This design comes from an exercise in tuning for small area, a short achievable clock period and few clock cycles per item on the open sky130 flow, not from production work. RTL that was checked went through simulation tests only; none was proved equivalent to the original. No activity file was given, so power comes from the tool's default toggle rates.

==> flow/design.v <==
`timescale 1ns / 1ps
module booth_enc #(
    parameter W = 8
)(
    input  wire [W-1:0]   b,
    output wire [W/2-1:0] one,
    output wire [W/2-1:0] two,
    output wire [W/2-1:0] neg
);
    wire [W:0] bx = {b, 1'b0};
    genvar i;
    generate
        for (i = 0; i < W/2; i = i + 1) begin : dig
            assign one[i] = bx[2*i+1] ^ bx[2*i];
            assign two[i] = (bx[2*i+2] & ~bx[2*i+1] & ~bx[2*i]) |
                            (~bx[2*i+2] & bx[2*i+1] & bx[2*i]);
            assign neg[i] = bx[2*i+2];
        end
    endgenerate
endmodule
module mac_pe_8_bit #(
    parameter W = 8
)(
    input  wire clk,
    input  wire clear,
    input  wire [W-1:0] a,
    input  wire [W/2-1:0] one,
    input  wire [W/2-1:0] two,
    input  wire [W/2-1:0] neg,
    output reg  [2*W-1:0] product
);
    wire pp_0_0 = ((one[0] & a[0])) ^ neg[0];
    wire pp_0_1 = ((one[0] & a[1]) | (two[0] & a[0])) ^ neg[0];
    wire pp_0_2 = ((one[0] & a[2]) | (two[0] & a[1])) ^ neg[0];
    wire pp_0_3 = ((one[0] & a[3]) | (two[0] & a[2])) ^ neg[0];
    wire pp_0_4 = ((one[0] & a[4]) | (two[0] & a[3])) ^ neg[0];
    wire pp_0_5 = ((one[0] & a[5]) | (two[0] & a[4])) ^ neg[0];
    wire pp_0_6 = ((one[0] & a[6]) | (two[0] & a[5])) ^ neg[0];
    wire pp_0_7 = ((one[0] & a[7]) | (two[0] & a[6])) ^ neg[0];
    wire pp_0_8 = ~(((one[0] & a[7]) | (two[0] & a[7])) ^ neg[0]);
    wire pp_1_0 = ((one[1] & a[0])) ^ neg[1];
    wire pp_1_1 = ((one[1] & a[1]) | (two[1] & a[0])) ^ neg[1];
    wire pp_1_2 = ((one[1] & a[2]) | (two[1] & a[1])) ^ neg[1];
    wire pp_1_3 = ((one[1] & a[3]) | (two[1] & a[2])) ^ neg[1];
    wire pp_1_4 = ((one[1] & a[4]) | (two[1] & a[3])) ^ neg[1];
    wire pp_1_5 = ((one[1] & a[5]) | (two[1] & a[4])) ^ neg[1];
    wire pp_1_6 = ((one[1] & a[6]) | (two[1] & a[5])) ^ neg[1];
    wire pp_1_7 = ((one[1] & a[7]) | (two[1] & a[6])) ^ neg[1];
    wire pp_1_8 = ~(((one[1] & a[7]) | (two[1] & a[7])) ^ neg[1]);
    wire pp_2_0 = ((one[2] & a[0])) ^ neg[2];
    wire pp_2_1 = ((one[2] & a[1]) | (two[2] & a[0])) ^ neg[2];
    wire pp_2_2 = ((one[2] & a[2]) | (two[2] & a[1])) ^ neg[2];
    wire pp_2_3 = ((one[2] & a[3]) | (two[2] & a[2])) ^ neg[2];
    wire pp_2_4 = ((one[2] & a[4]) | (two[2] & a[3])) ^ neg[2];
    wire pp_2_5 = ((one[2] & a[5]) | (two[2] & a[4])) ^ neg[2];
    wire pp_2_6 = ((one[2] & a[6]) | (two[2] & a[5])) ^ neg[2];
    wire pp_2_7 = ((one[2] & a[7]) | (two[2] & a[6])) ^ neg[2];
    wire pp_2_8 = ~(((one[2] & a[7]) | (two[2] & a[7])) ^ neg[2]);
    wire pp_3_0 = ((one[3] & a[0])) ^ neg[3];
    wire pp_3_1 = ((one[3] & a[1]) | (two[3] & a[0])) ^ neg[3];
    wire pp_3_2 = ((one[3] & a[2]) | (two[3] & a[1])) ^ neg[3];
    wire pp_3_3 = ((one[3] & a[3]) | (two[3] & a[2])) ^ neg[3];
    wire pp_3_4 = ((one[3] & a[4]) | (two[3] & a[3])) ^ neg[3];
    wire pp_3_5 = ((one[3] & a[5]) | (two[3] & a[4])) ^ neg[3];
    wire pp_3_6 = ((one[3] & a[6]) | (two[3] & a[5])) ^ neg[3];
    wire pp_3_7 = ((one[3] & a[7]) | (two[3] & a[6])) ^ neg[3];
    wire pp_3_8 = ~(((one[3] & a[7]) | (two[3] & a[7])) ^ neg[3]);
    wire acc_0 = ~clear & product[0];
    wire acc_1 = ~clear & product[1];
    wire acc_2 = ~clear & product[2];
    wire acc_3 = ~clear & product[3];
    wire acc_4 = ~clear & product[4];
    wire acc_5 = ~clear & product[5];
    wire acc_6 = ~clear & product[6];
    wire acc_7 = ~clear & product[7];
    wire acc_8 = clear | product[8];
    wire acc_9 = ~clear & product[9];
    wire acc_10 = ~clear & product[10];
    wire acc_11 = ~clear & product[11];
    wire acc_12 = ~clear & product[12];
    wire acc_13 = ~clear & product[13];
    wire acc_14 = ~clear & product[14];
    wire acc_15 = ~clear & product[15];
    wire s0, c0;
    ha_cell u1 (.x(pp_0_4), .y(pp_1_2), .s(s0), .co(c0));
    wire s1, c1;
    ha_cell u2 (.x(pp_0_5), .y(pp_1_3), .s(s1), .co(c1));
    wire s2, c2;
    fa_cell u3 (.x(pp_0_6), .y(pp_1_4), .z(pp_2_2), .s(s2), .co(c2));
    wire s3, c3;
    ha_cell u4 (.x(pp_3_0), .y(neg[3]), .s(s3), .co(c3));
    wire s4, c4;
    fa_cell u5 (.x(pp_0_7), .y(pp_1_5), .z(pp_2_3), .s(s4), .co(c4));
    wire s5, c5;
    ha_cell u6 (.x(pp_3_1), .y(acc_7), .s(s5), .co(c5));
    wire s6, c6;
    fa_cell u7 (.x(pp_0_8), .y(pp_1_6), .z(pp_2_4), .s(s6), .co(c6));
    wire s7, c7;
    ha_cell u8 (.x(pp_3_2), .y(acc_8), .s(s7), .co(c7));
    wire s8, c8;
    fa_cell u9 (.x(pp_1_7), .y(pp_2_5), .z(pp_3_3), .s(s8), .co(c8));
    wire s9, c9;
    ha_cell u10 (.x(pp_1_8), .y(pp_2_6), .s(s9), .co(c9));
    wire s10, c10;
    ha_cell u11 (.x(pp_0_2), .y(pp_1_0), .s(s10), .co(c10));
    wire s11, c11;
    ha_cell u12 (.x(pp_0_3), .y(pp_1_1), .s(s11), .co(c11));
    wire s12, c12;
    fa_cell u13 (.x(pp_2_0), .y(neg[2]), .z(acc_4), .s(s12), .co(c12));
    wire s13, c13;
    fa_cell u14 (.x(pp_2_1), .y(acc_5), .z(s1), .s(s13), .co(c13));
    wire s14, c14;
    fa_cell u15 (.x(acc_6), .y(s2), .z(s3), .s(s14), .co(c14));
    wire s15, c15;
    fa_cell u16 (.x(s4), .y(s5), .z(c2), .s(s15), .co(c15));
    wire s16, c16;
    fa_cell u17 (.x(s6), .y(s7), .z(c4), .s(s16), .co(c16));
    wire s17, c17;
    fa_cell u18 (.x(acc_9), .y(s8), .z(c6), .s(s17), .co(c17));
    wire s18, c18;
    fa_cell u19 (.x(pp_3_4), .y(acc_10), .z(s9), .s(s18), .co(c18));
    wire s19, c19;
    fa_cell u20 (.x(pp_2_7), .y(pp_3_5), .z(acc_11), .s(s19), .co(c19));
    wire s20, c20;
    ha_cell u21 (.x(pp_2_8), .y(pp_3_6), .s(s20), .co(c20));
    wire s21, c21;
    ha_cell u22 (.x(pp_0_0), .y(neg[0]), .s(s21), .co(c21));
    wire s22, c22;
    ha_cell u23 (.x(pp_0_1), .y(acc_1), .s(s22), .co(c22));
    wire s23, c23;
    fa_cell u24 (.x(neg[1]), .y(acc_2), .z(s10), .s(s23), .co(c23));
    wire s24, c24;
    fa_cell u25 (.x(acc_3), .y(s11), .z(c10), .s(s24), .co(c24));
    wire s25, c25;
    fa_cell u26 (.x(s0), .y(s12), .z(c11), .s(s25), .co(c25));
    wire s26, c26;
    fa_cell u27 (.x(c0), .y(s13), .z(c12), .s(s26), .co(c26));
    wire s27, c27;
    fa_cell u28 (.x(c1), .y(s14), .z(c13), .s(s27), .co(c27));
    wire s28, c28;
    fa_cell u29 (.x(c3), .y(s15), .z(c14), .s(s28), .co(c28));
    wire s29, c29;
    fa_cell u30 (.x(c5), .y(s16), .z(c15), .s(s29), .co(c29));
    wire s30, c30;
    fa_cell u31 (.x(c7), .y(s17), .z(c16), .s(s30), .co(c30));
    wire s31, c31;
    fa_cell u32 (.x(c8), .y(s18), .z(c17), .s(s31), .co(c31));
    wire s32, c32;
    fa_cell u33 (.x(c9), .y(s19), .z(c18), .s(s32), .co(c32));
    wire s33, c33;
    fa_cell u34 (.x(acc_12), .y(s20), .z(c19), .s(s33), .co(c33));
    wire s34, c34;
    fa_cell u35 (.x(pp_3_7), .y(acc_13), .z(c20), .s(s34), .co(c34));
    wire s35, c35;
    ha_cell u36 (.x(pp_3_8), .y(acc_14), .s(s35), .co(c35));
    wire [15:0] row0 = {acc_15, s35, s34, s33, s32, s31, s30, s29, s28, s27, s26, s25, s24, s23, s22, acc_0};
    wire [15:0] row1 = {c35, c34, c33, c32, c31, c30, c29, c28, c27, c26, c25, c24, c23, c22, c21, s21};
    always @(posedge clk)
        product <= row0 + row1;
endmodule
module fa_cell (input wire x, input wire y, input wire z, output wire s, output wire co);
    assign s  = x ^ y ^ z;
    assign co = (x & y) | (x & z) | (y & z);
endmodule
module ha_cell (input wire x, input wire y, output wire s, output wire co);
    assign s  = x ^ y;
    assign co = x & y;
endmodule
`timescale 1ns / 1ps
module array #(
    parameter W = 8
)(
    input  wire clk,
    input  wire rst,
    input  wire start,
    input  wire signed [3*W-1:0] a,
    input  wire signed [3*W-1:0] b,
    output wire signed [9*2*W-1:0] result,
    output reg  result_valid
);
    reg beat1, beat2;
    reg accumulate;
    always @(posedge clk) begin
        if (rst) begin
            beat1        <= 1'b0;
            beat2        <= 1'b0;
            accumulate   <= 1'b0;
            result_valid <= 1'b0;
        end else begin
            beat1        <= start;
            beat2        <= beat1;
            accumulate   <= start | beat1;
            result_valid <= beat2;
        end
    end
    genvar i, j;
    generate
        for (i = 0; i < 3; i = i + 1) begin : row
            for (j = 0; j < 3; j = j + 1) begin : col
                wire [W/2-1:0] one, two, neg;
                booth_enc #(.W(W)) E (
                    .b  (b[j*W +: W]),
                    .one(one),
                    .two(two),
                    .neg(neg)
                );
                mac_pe_8_bit PE (
                    .clk    (clk),
                    .clear  (~accumulate),
                    .a      (a[i*W +: W]),
                    .one    (one),
                    .two    (two),
                    .neg    (neg),
                    .product(result[(i*3 + j)*2*W +: 2*W])
                );
            end
        end
    endgenerate
endmodule
make LEC_CHECK=0 CAP_MARGIN=20 CORE_MARGIN=2 CORE_UTILIZATION=40 SETUP_SLACK_MARGIN=1.5 SLEW_MARGIN=20 SYNTH_HIERARCHICAL=1 SYNTH_MINIMUM_KEEP_SIZE=0 finish   # period 6.5 ns
run.sh (not shown) runs the stock make flow with config.mk's settings and CLKGATE_MAP_FILE= SYNTH_SCRIPT=/design/flow/synth_recipe.tcl, a recipe that flattens the netlist after the stock synthesis.
Next try:
--- a/flow/design.v
+++ b/flow/design.v
@@ -196,20 +196,22 @@
     genvar i, j;
     generate
+        for (j = 0; j < 3; j = j + 1) begin : enc
+            wire [W/2-1:0] one, two, neg;
+            booth_enc #(.W(W)) E (
+                .b  (b[j*W +: W]),
+                .one(one),
+                .two(two),
+                .neg(neg)
+            );
+        end
         for (i = 0; i < 3; i = i + 1) begin : row
             for (j = 0; j < 3; j = j + 1) begin : col
-                wire [W/2-1:0] one, two, neg;
-                booth_enc #(.W(W)) E (
-                    .b  (b[j*W +: W]),
-                    .one(one),
-                    .two(two),
-                    .neg(neg)
-                );
                 mac_pe_8_bit PE (
                     .clk    (clk),
                     .clear  (~accumulate),
                     .a      (a[i*W +: W]),
-                    .one    (one),
-                    .two    (two),
-                    .neg    (neg),
+                    .one    (enc[j].one),
+                    .two    (enc[j].two),
+                    .neg    (enc[j].neg),
                     .product(result[(i*3 + j)*2*W +: 2*W])
                 );
After rerunning:
- The new run completed without violations
- first-iteration DRC count goes up by a little under a tenth
- via count decreases slightly
- utilization rose by 0.57 points
- design area is lower slightly
- setup slack got worse by 38 ps
- total power came out higher by a few percent
- final cell count went down by a few percent
- wire length rises by roughly a tenth
- register-to-register slack gets better by 90 ps
- global-route usage climbs by 2.6 points
- critical path depth rose by 3
Testbench counts after the change, summed over its fixed seeds: cycles 14,408, items 4,800.
Function not checked in the first run of this note: the RTL went through the layout flow alone.

[afterwards: timing with drivers on the ports]
No port has a modelled driver above. Below, the same layouts with a new extraction and two added sets of constraints.
Step 1, drivers: a clkbuf_16 drives clk and a buf_2 each remaining input, both assumed.
Step 2 times the ports against the registers' clock, not the clock port: input delays grow and output delays shrink by t, the midpoint of the rising clock arrivals with the driver on.
Three values: ideal ports, drivers, drivers and shift; two values: the first two.
| run | shift t [ns] | setup WS [ns] | worst register clock-pin slew, ns |
|---|---|---|---|
| the first run | 0.556 | 1.636 / 1.654 / 1.098 | 0.07 / 0.07 |
| the second run | 0.548 | 1.598 / 1.621 / 1.073 | 0.07 / 0.07 |
After both steps setup and hold are still met in every run listed. For the first run, which loses most, drivers alone change the setup slack by +0.018 ns; drivers and shift together by -0.538 ns.
